From an optimization exercise on the open Yosys and OpenROAD flow, aimed at small area and a short achievable clock period; shortcuts taken in it are not production practice.
Function was checked by simulation only, so behaviour that the tests miss may differ from the original.
Power is estimated from default activity; no workload was simulated.

Setup of job 9468:
Design multiply, start of the top module:
module multiply(
    input wire clk,
    input wire resetn,
    input wire[31:0] A,
    input wire[31:0] B,
    input wire sign,
    output wire[63:0] result
);
For scale: roughly 2700 cells after synthesis, ~0.027 mm² of cells after synthesis.
clock: 6.5 ns
lec_check: 0
cap_margin: 20
core_margin: 2
core_utilization: 45
cts_buf_list: sky130_fd_sc_hd__clkbuf_8
place_density: 0.6
setup_slack_margin: 1.25
slew_margin: 20
synth_hierarchical: 1
standard.sh (not shown) runs the stock make flow with config.mk's settings and CLKGATE_MAP_FILE= SYNTH_SCRIPT=/design/flow/synth_recipe.tcl, a recipe that flattens the netlist after the stock synthesis.
==> flow/flow/run.sh <==
#!/bin/bash
# Own layout flow: the standard synthesis, then every combinational cell set to
# its smallest drive strength (registers untouched), then the standard layout,
# whose repair steps size cells up again where timing needs it.
set -euo pipefail
here=$(pwd)
res=$here/orfs/results/$FLOW_PLATFORM/multiply/base
bash standard.sh synth > $here/log_synth.txt 2>&1
cp $res/1_2_yosys.v $here/1_2_yosys.orig.v
python3 $here/flow/downsize.py $FLOW_HOME/platforms/$FLOW_PLATFORM/lib/sky130_fd_sc_hd__tt_025C_1v80.lib \
    $here/1_2_yosys.orig.v $res/1_2_yosys.v > $here/log_downsize.txt 2>&1
# make the netlist newer than its sources so only the later steps rerun
touch $res/1_2_yosys.v $res/1_2_yosys.sdc
bash standard.sh "BUFFER_PORTS_ARGS=-buffer_cell sky130_fd_sc_hd__buf_1" finish > $here/log_layout.txt 2>&1
==> flow/flow/downsize.py <==
#!/usr/bin/env python3
"""Set each combinational cell of a mapped netlist to the smallest drive strength
of its kind that the library has (registers and special cells untouched)."""
import re, sys
lib, src, dst = sys.argv[1:4]
cells = set(re.findall(r'cell\s*\(\s*"?(sky130_fd_sc_hd__\w+)"?\s*\)', open(lib).read()))
keep = re.compile(r'sky130_fd_sc_hd__(df|edf|sdf|sedf|dl|conb|clk|tap|fill|decap|diode|probe|lpflow)')
text = open(src).read()
count = {}
def repl(m):
    name = m.group(0)
    if keep.match(name):
        return name
    mm = re.match(r'(sky130_fd_sc_hd__\w+?)_(\d+)$', name)
    if not mm:
        return name
    base, size = mm.group(1), int(mm.group(2))
    for s in (1,):
        cand = f"{base}_{s}"
        if s < size and cand in cells:
            count[name] = count.get(name, 0) + 1
            return cand
    return name
out = re.sub(r'sky130_fd_sc_hd__\w+', repl, text)
open(dst, 'w').write(out)
for k, v in sorted(count.items(), key=lambda x: -x[1]):
    print(k, v)
For job 1859, these inputs were changed with respect to job 9468:
Settings: a change of PLACE_DENSITY from 0.6 to 0.65; a change of CORE_UTILIZATION from 45 to 50; a change of SETUP_SLACK_MARGIN from 1.25 to 2.5; a deleted CTS_BUF_LIST that had been sky130_fd_sc_hd__clkbuf_8.
==> flow/run.sh (new file) <==
#!/bin/bash
# synth_recipe.tcl (not shown) runs the flow's synth.tcl, then flattens the netlist and writes it again
# the make line also repeats each setting of config.mk as NAME=value (left out here)
make -C /OpenROAD-flow-scripts/flow DESIGN_CONFIG=/design/flow/config.mk WORK_HOME=/design/flow/orfs CLKGATE_MAP_FILE= SYNTH_SCRIPT=/design/flow/synth_recipe.tcl finish
removed: flow/flow/run.sh
removed: flow/flow/downsize.py
removed: flow/standard.sh
Notes after the runs:
Summary of job 1859 over job 9468: full die area picked up an extra about 1.4%, overall power consumption picked up an extra about 35%, placer's final routability congestion estimate lost 0.068, combinational cell fraction of total power picked up an extra 2.8 points, non-clock buffer count picked up an extra 270.
--- input diff job 1859..job 9719 ---
Settings: PLACE_DENSITY now 0.6, was 0.65; SETUP_SLACK_MARGIN now 1.0, was 2.5; CTS_BUF_LIST now sky130_fd_sc_hd__clkbuf_8, previously not set; CORE_UTILIZATION now 45, was 50.
==> flow/flow/run.sh (new file) <==
#!/bin/bash
# Own layout flow: the standard synthesis, then every combinational cell set to
# its smallest drive strength (registers untouched), then the standard layout,
# whose repair steps size cells up again where timing needs it.
set -euo pipefail
here=$(pwd)
res=$here/orfs/results/$FLOW_PLATFORM/multiply/base
bash standard.sh synth > $here/log_synth.txt 2>&1
cp $res/1_2_yosys.v $here/1_2_yosys.orig.v
python3 $here/flow/downsize.py $FLOW_HOME/platforms/$FLOW_PLATFORM/lib/sky130_fd_sc_hd__tt_025C_1v80.lib \
    $here/1_2_yosys.orig.v $res/1_2_yosys.v > $here/log_downsize.txt 2>&1
# make the netlist newer than its sources so only the later steps rerun
touch $res/1_2_yosys.v $res/1_2_yosys.sdc
bash standard.sh "BUFFER_PORTS_ARGS=-buffer_cell sky130_fd_sc_hd__buf_1" finish > $here/log_layout.txt 2>&1
==> flow/flow/downsize.py (new file) <==
#!/usr/bin/env python3
"""Set each combinational cell of a mapped netlist to the smallest drive strength
of its kind that the library has (registers and special cells untouched)."""
import re, sys
lib, src, dst = sys.argv[1:4]
cells = set(re.findall(r'cell\s*\(\s*"?(sky130_fd_sc_hd__\w+)"?\s*\)', open(lib).read()))
keep = re.compile(r'sky130_fd_sc_hd__(df|edf|sdf|sedf|dl|conb|clk|tap|fill|decap|diode|probe|lpflow)')
text = open(src).read()
count = {}
def repl(m):
    name = m.group(0)
    if keep.match(name):
        return name
    mm = re.match(r'(sky130_fd_sc_hd__\w+?)_(\d+)$', name)
    if not mm:
        return name
    base, size = mm.group(1), int(mm.group(2))
    for s in (1,):
        cand = f"{base}_{s}"
        if s < size and cand in cells:
            count[name] = count.get(name, 0) + 1
            return cand
    return name
out = re.sub(r'sky130_fd_sc_hd__\w+', repl, text)
open(dst, 'w').write(out)
for k, v in sorted(count.items(), key=lambda x: -x[1]):
    print(k, v)
==> flow/standard.sh (new file) <==
#!/bin/bash
# synth_recipe.tcl (not shown) runs the flow's synth.tcl, then flattens the netlist and writes it again
# the make line also repeats each setting of config.mk as NAME=value (left out here)
make -C /OpenROAD-flow-scripts/flow DESIGN_CONFIG=/design/flow/config.mk WORK_HOME=/design/flow/orfs CLKGATE_MAP_FILE= SYNTH_SCRIPT=/design/flow/synth_recipe.tcl "${@:-finish}"
removed: flow/run.sh
- The met1 track utilization from global routing in job 9719 was lower than what job 1859 gave.
- In the metrics for job 1859 and job 9719, the one carrying the higher switching fraction of total power is job 9719.
- Job 9719 against job 1859: share of the core filled with cells went down 16 points, worst hold margin fell 0.13 ns, final period utilization shows an increase of 7.7 points.
- Of job 9719 and job 1859, it is job 9719 that has the lower relative contribution of combinational cells to total power.
> inputs changed (job 9719 -> job 227)
Settings: PLACE_DENSITY changed from 0.6 to 0.68; SETUP_SLACK_MARGIN changed from 1.0 to 1.5; CORE_UTILIZATION changed from 45 to 55; CTS_BUF_LIST removed (was sky130_fd_sc_hd__clkbuf_8).
--- outcome ---
Job 227 gives more area fraction of clock buffers and clock inverters than job 9719 did. Job 227 against job 9719: first-pass iteration count of the detailed router rose by 1, combined buffer and inverter count along the critical path fell by 3, met2 track demand over resource in global routing rose by 6.6 points, placeable core region fell by about 18%. Diff job 227..job 9719 | layout multi-input combinational cell count | negligible. Count of input and output buffers: job 9719 vs job 227 identical. Pre-CTS setup slack sits lower in job 227 than in job 9719. Job 227: PASS, flow complete, no timing, DRC or antenna violations. Reported for job 9719 and job 227, final number of hold-violating endpoints turned out identical to the last digit.
Input changes introduced in job 8957 (baseline for comparison: job 227):
Settings: a change of PLACE_DENSITY from 0.68 to 0.6; a change of CORE_UTILIZATION from 55 to 45.
Notes after the runs:
Job 8957 went all the way through synthesis, placement and routing and the layout is clean on timing, DRC and antenna. When job 8957 is measured against job 227, its synthesis-to-layout area growth turns out 1.1 points higher. STATUS final critical-path setup slack: job 8957 loses against job 227. Looking at die extent in y, job 8957 sits above job 227. On power share of the clock group, job 8957 tracks job 227 almost exactly.
[inputs] job 5839 vs job 8957
Settings: CTS_BUF_LIST newly set to sky130_fd_sc_hd__clkbuf_8; PLACE_DENSITY changed from 0.6 to 0.65; CORE_UTILIZATION changed from 45 to 50.
[summary]
Clock input transition at the sequential cells of the worst setup and hold paths: job 5839 > job 8957
Die area | job 5839 < job 8957
Sequential cell area in the final layout: job 5839 vs job 8957 identical
Looking at leakage power of the design across job 8957 and job 5839, the one that comes out lower is job 5839.
The die boundary height of job 5839 falls short of that of job 8957 by 5.0%.
Job 5839 vs job 8957 on final-layout worst hold slack: job 5839 is the higher one.
Sort job 8957 and job 5839 by number of vias per cell, ascending, and job 8957 comes first.
Taking job 8957 as the reference, in job 5839 cell area decreased 1.5%, fraction of standard cell area that is sequential has increased, number of global-route vias before repair moved down.
Taking job 8957 as the reference point, the count of plain and timing-repair buffers of job 5839 falls by about 0.4%.

---

Another version of the RTL of multiply (not shown whole).
Size: roughly 130 I/O pins.
Settings: LEC_CHECK=0, CAP_MARGIN=20, CORE_MARGIN=2, CORE_UTILIZATION=45, PLACE_DENSITY=0.6, SETUP_SLACK_MARGIN=2.0, SLEW_MARGIN=20, SYNTH_HIERARCHICAL=1; clock period 6.5 ns.
==> flow/flow/run.sh <==
#!/bin/bash
# Own layout flow: the standard synthesis, then every combinational cell set to
# its smallest drive strength (registers untouched), then the standard layout,
# whose repair steps size cells up again where timing needs it.
set -euo pipefail
here=$(pwd)
res=$here/orfs/results/$FLOW_PLATFORM/multiply/base
bash standard.sh synth > $here/log_synth.txt 2>&1
cp $res/1_2_yosys.v $here/1_2_yosys.orig.v
python3 $here/flow/downsize.py $FLOW_HOME/platforms/$FLOW_PLATFORM/lib/sky130_fd_sc_hd__tt_025C_1v80.lib \
    $here/1_2_yosys.orig.v $res/1_2_yosys.v > $here/log_downsize.txt 2>&1
# make the netlist newer than its sources so only the later steps rerun
touch $res/1_2_yosys.v $res/1_2_yosys.sdc
bash standard.sh "BUFFER_PORTS_ARGS=-buffer_cell sky130_fd_sc_hd__buf_2" finish > $here/log_layout.txt 2>&1
==> flow/flow/downsize.py <==
#!/usr/bin/env python3
"""Set each combinational cell of a mapped netlist to the smallest drive strength
of its kind that the library has (registers and special cells untouched)."""
import re, sys
lib, src, dst = sys.argv[1:4]
cells = set(re.findall(r'cell\s*\(\s*"?(sky130_fd_sc_hd__\w+)"?\s*\)', open(lib).read()))
keep = re.compile(r'sky130_fd_sc_hd__(df|edf|sdf|sedf|dl|conb|clk|tap|fill|decap|diode|probe|lpflow)')
text = open(src).read()
count = {}
def repl(m):
    name = m.group(0)
    if keep.match(name):
        return name
    mm = re.match(r'(sky130_fd_sc_hd__\w+?)_(\d+)$', name)
    if not mm:
        return name
    base, size = mm.group(1), int(mm.group(2))
    for s in (1,):
        cand = f"{base}_{s}"
        if s < size and cand in cells:
            count[name] = count.get(name, 0) + 1
            return cand
    return name
out = re.sub(r'sky130_fd_sc_hd__\w+', repl, text)
open(dst, 'w').write(out)
for k, v in sorted(count.items(), key=lambda x: -x[1]):
    print(k, v)
The first run finished with timing, DRC and antenna clean.
Then changed:
--- a/flow/flow/run.sh
+++ b/flow/flow/run.sh
@@ -13,2 +13,2 @@
 touch $res/1_2_yosys.v $res/1_2_yosys.sdc
-bash standard.sh "BUFFER_PORTS_ARGS=-buffer_cell sky130_fd_sc_hd__buf_2" finish > $here/log_layout.txt 2>&1
+bash standard.sh "BUFFER_PORTS_ARGS=-buffer_cell sky130_fd_sc_hd__buf_1" finish > $here/log_layout.txt 2>&1
SETUP_SLACK_MARGIN = 1.9   (was 2.0)
Effect:
- The changed run produced a clean layout
- routed wire length drops by a few percent
- combinational power came out lower by a few percent
- die area stays the same
- core utilization decreases by 1.6 points
- clock-buffer cell count increases by 1
- first-iteration DRC count rises slightly
Then changed:
SETUP_SLACK_MARGIN = 2.3   (was 1.9)
What happened:
- global-route usage grows by 4.2 points
- power grows by 27%
- via count grows by 12%
- worst setup slack is better by 150 ps
- flip-flop and latch count does not change
- count of clock-buffer cells in the layout shrinks by 1
- utilization grows by 14 points
Then changed:
SETUP_SLACK_MARGIN = 2.1   (was 2.3)
After rerunning:
- clock-buffer cell count rises by 2
- non-clock buffer count drops by 227
- design area shrinks by 14%
- utilization fell by 9.7 points
- sequential power is about the same
- cell count came out lower by 5.6%

separate check: timing with driven ports:
The results above use ideal ports. As a check the final layouts listed here were re-extracted and re-timed, cells and wires unchanged. Step 1 assumes that a clkbuf_16 drives the clock port and a buf_2 every other input. Step 2 also shifts input and output timing later by t, the mid clock arrival at the registers, as if the neighbouring blocks saw the same clock. a / b / c = ideal ports / drivers / drivers and shift; a / b = the first two.
run	t (ns)	slack for setup (ns)	worst hold slack (ns)	worst setup path after step 2	worst register clock-pin slew, ns
job 9468	0.640	1.561 / 1.500 / 0.984	1.373 / 1.416 / 1.728	input to register	0.10 / 0.10
job 1859	0.580	1.827 / 1.764 / 1.625	1.347 / 1.306 / 1.886	input to register	0.08 / 0.08
job 9719	0.663	1.328 / 1.269 / 0.915	1.220 / 1.183 / 1.742	input to register	0.12 / 0.12
job 227	0.586	1.604 / 1.624 / 1.055	1.506 / 1.469 / 1.716	input to register	0.09 / 0.09
job 8957	0.575	1.534 / 1.573 / 0.999	1.299 / 1.259 / 1.724	input to register	0.08 / 0.08
job 5839	0.651	1.623 / 1.635 / 0.983	1.364 / 1.325 / 1.719	input to register	0.11 / 0.11
the first run of note 2	0.551	2.000 / 1.998 / 1.447	1.569 / 1.553 / 1.718	input to register	0.07 / 0.07
the second run of note 2	0.546	1.962 / 1.974 / 1.428	1.536 / 1.498 / 1.713	input to register	0.06 / 0.06
the third run of note 2	0.564	2.116 / 2.018 / 1.454	1.345 / 1.318 / 1.714	input to register	0.06 / 0.06
the fourth run of note 2	0.552	2.116 / 2.072 / 1.520	1.543 / 1.500 / 1.708	input to register	0.07 / 0.07
After both steps every run listed still meets setup and hold. For the third run of note 2, which loses most, drivers alone change the setup slack by -0.098 ns; drivers and shift together by -0.662 ns.
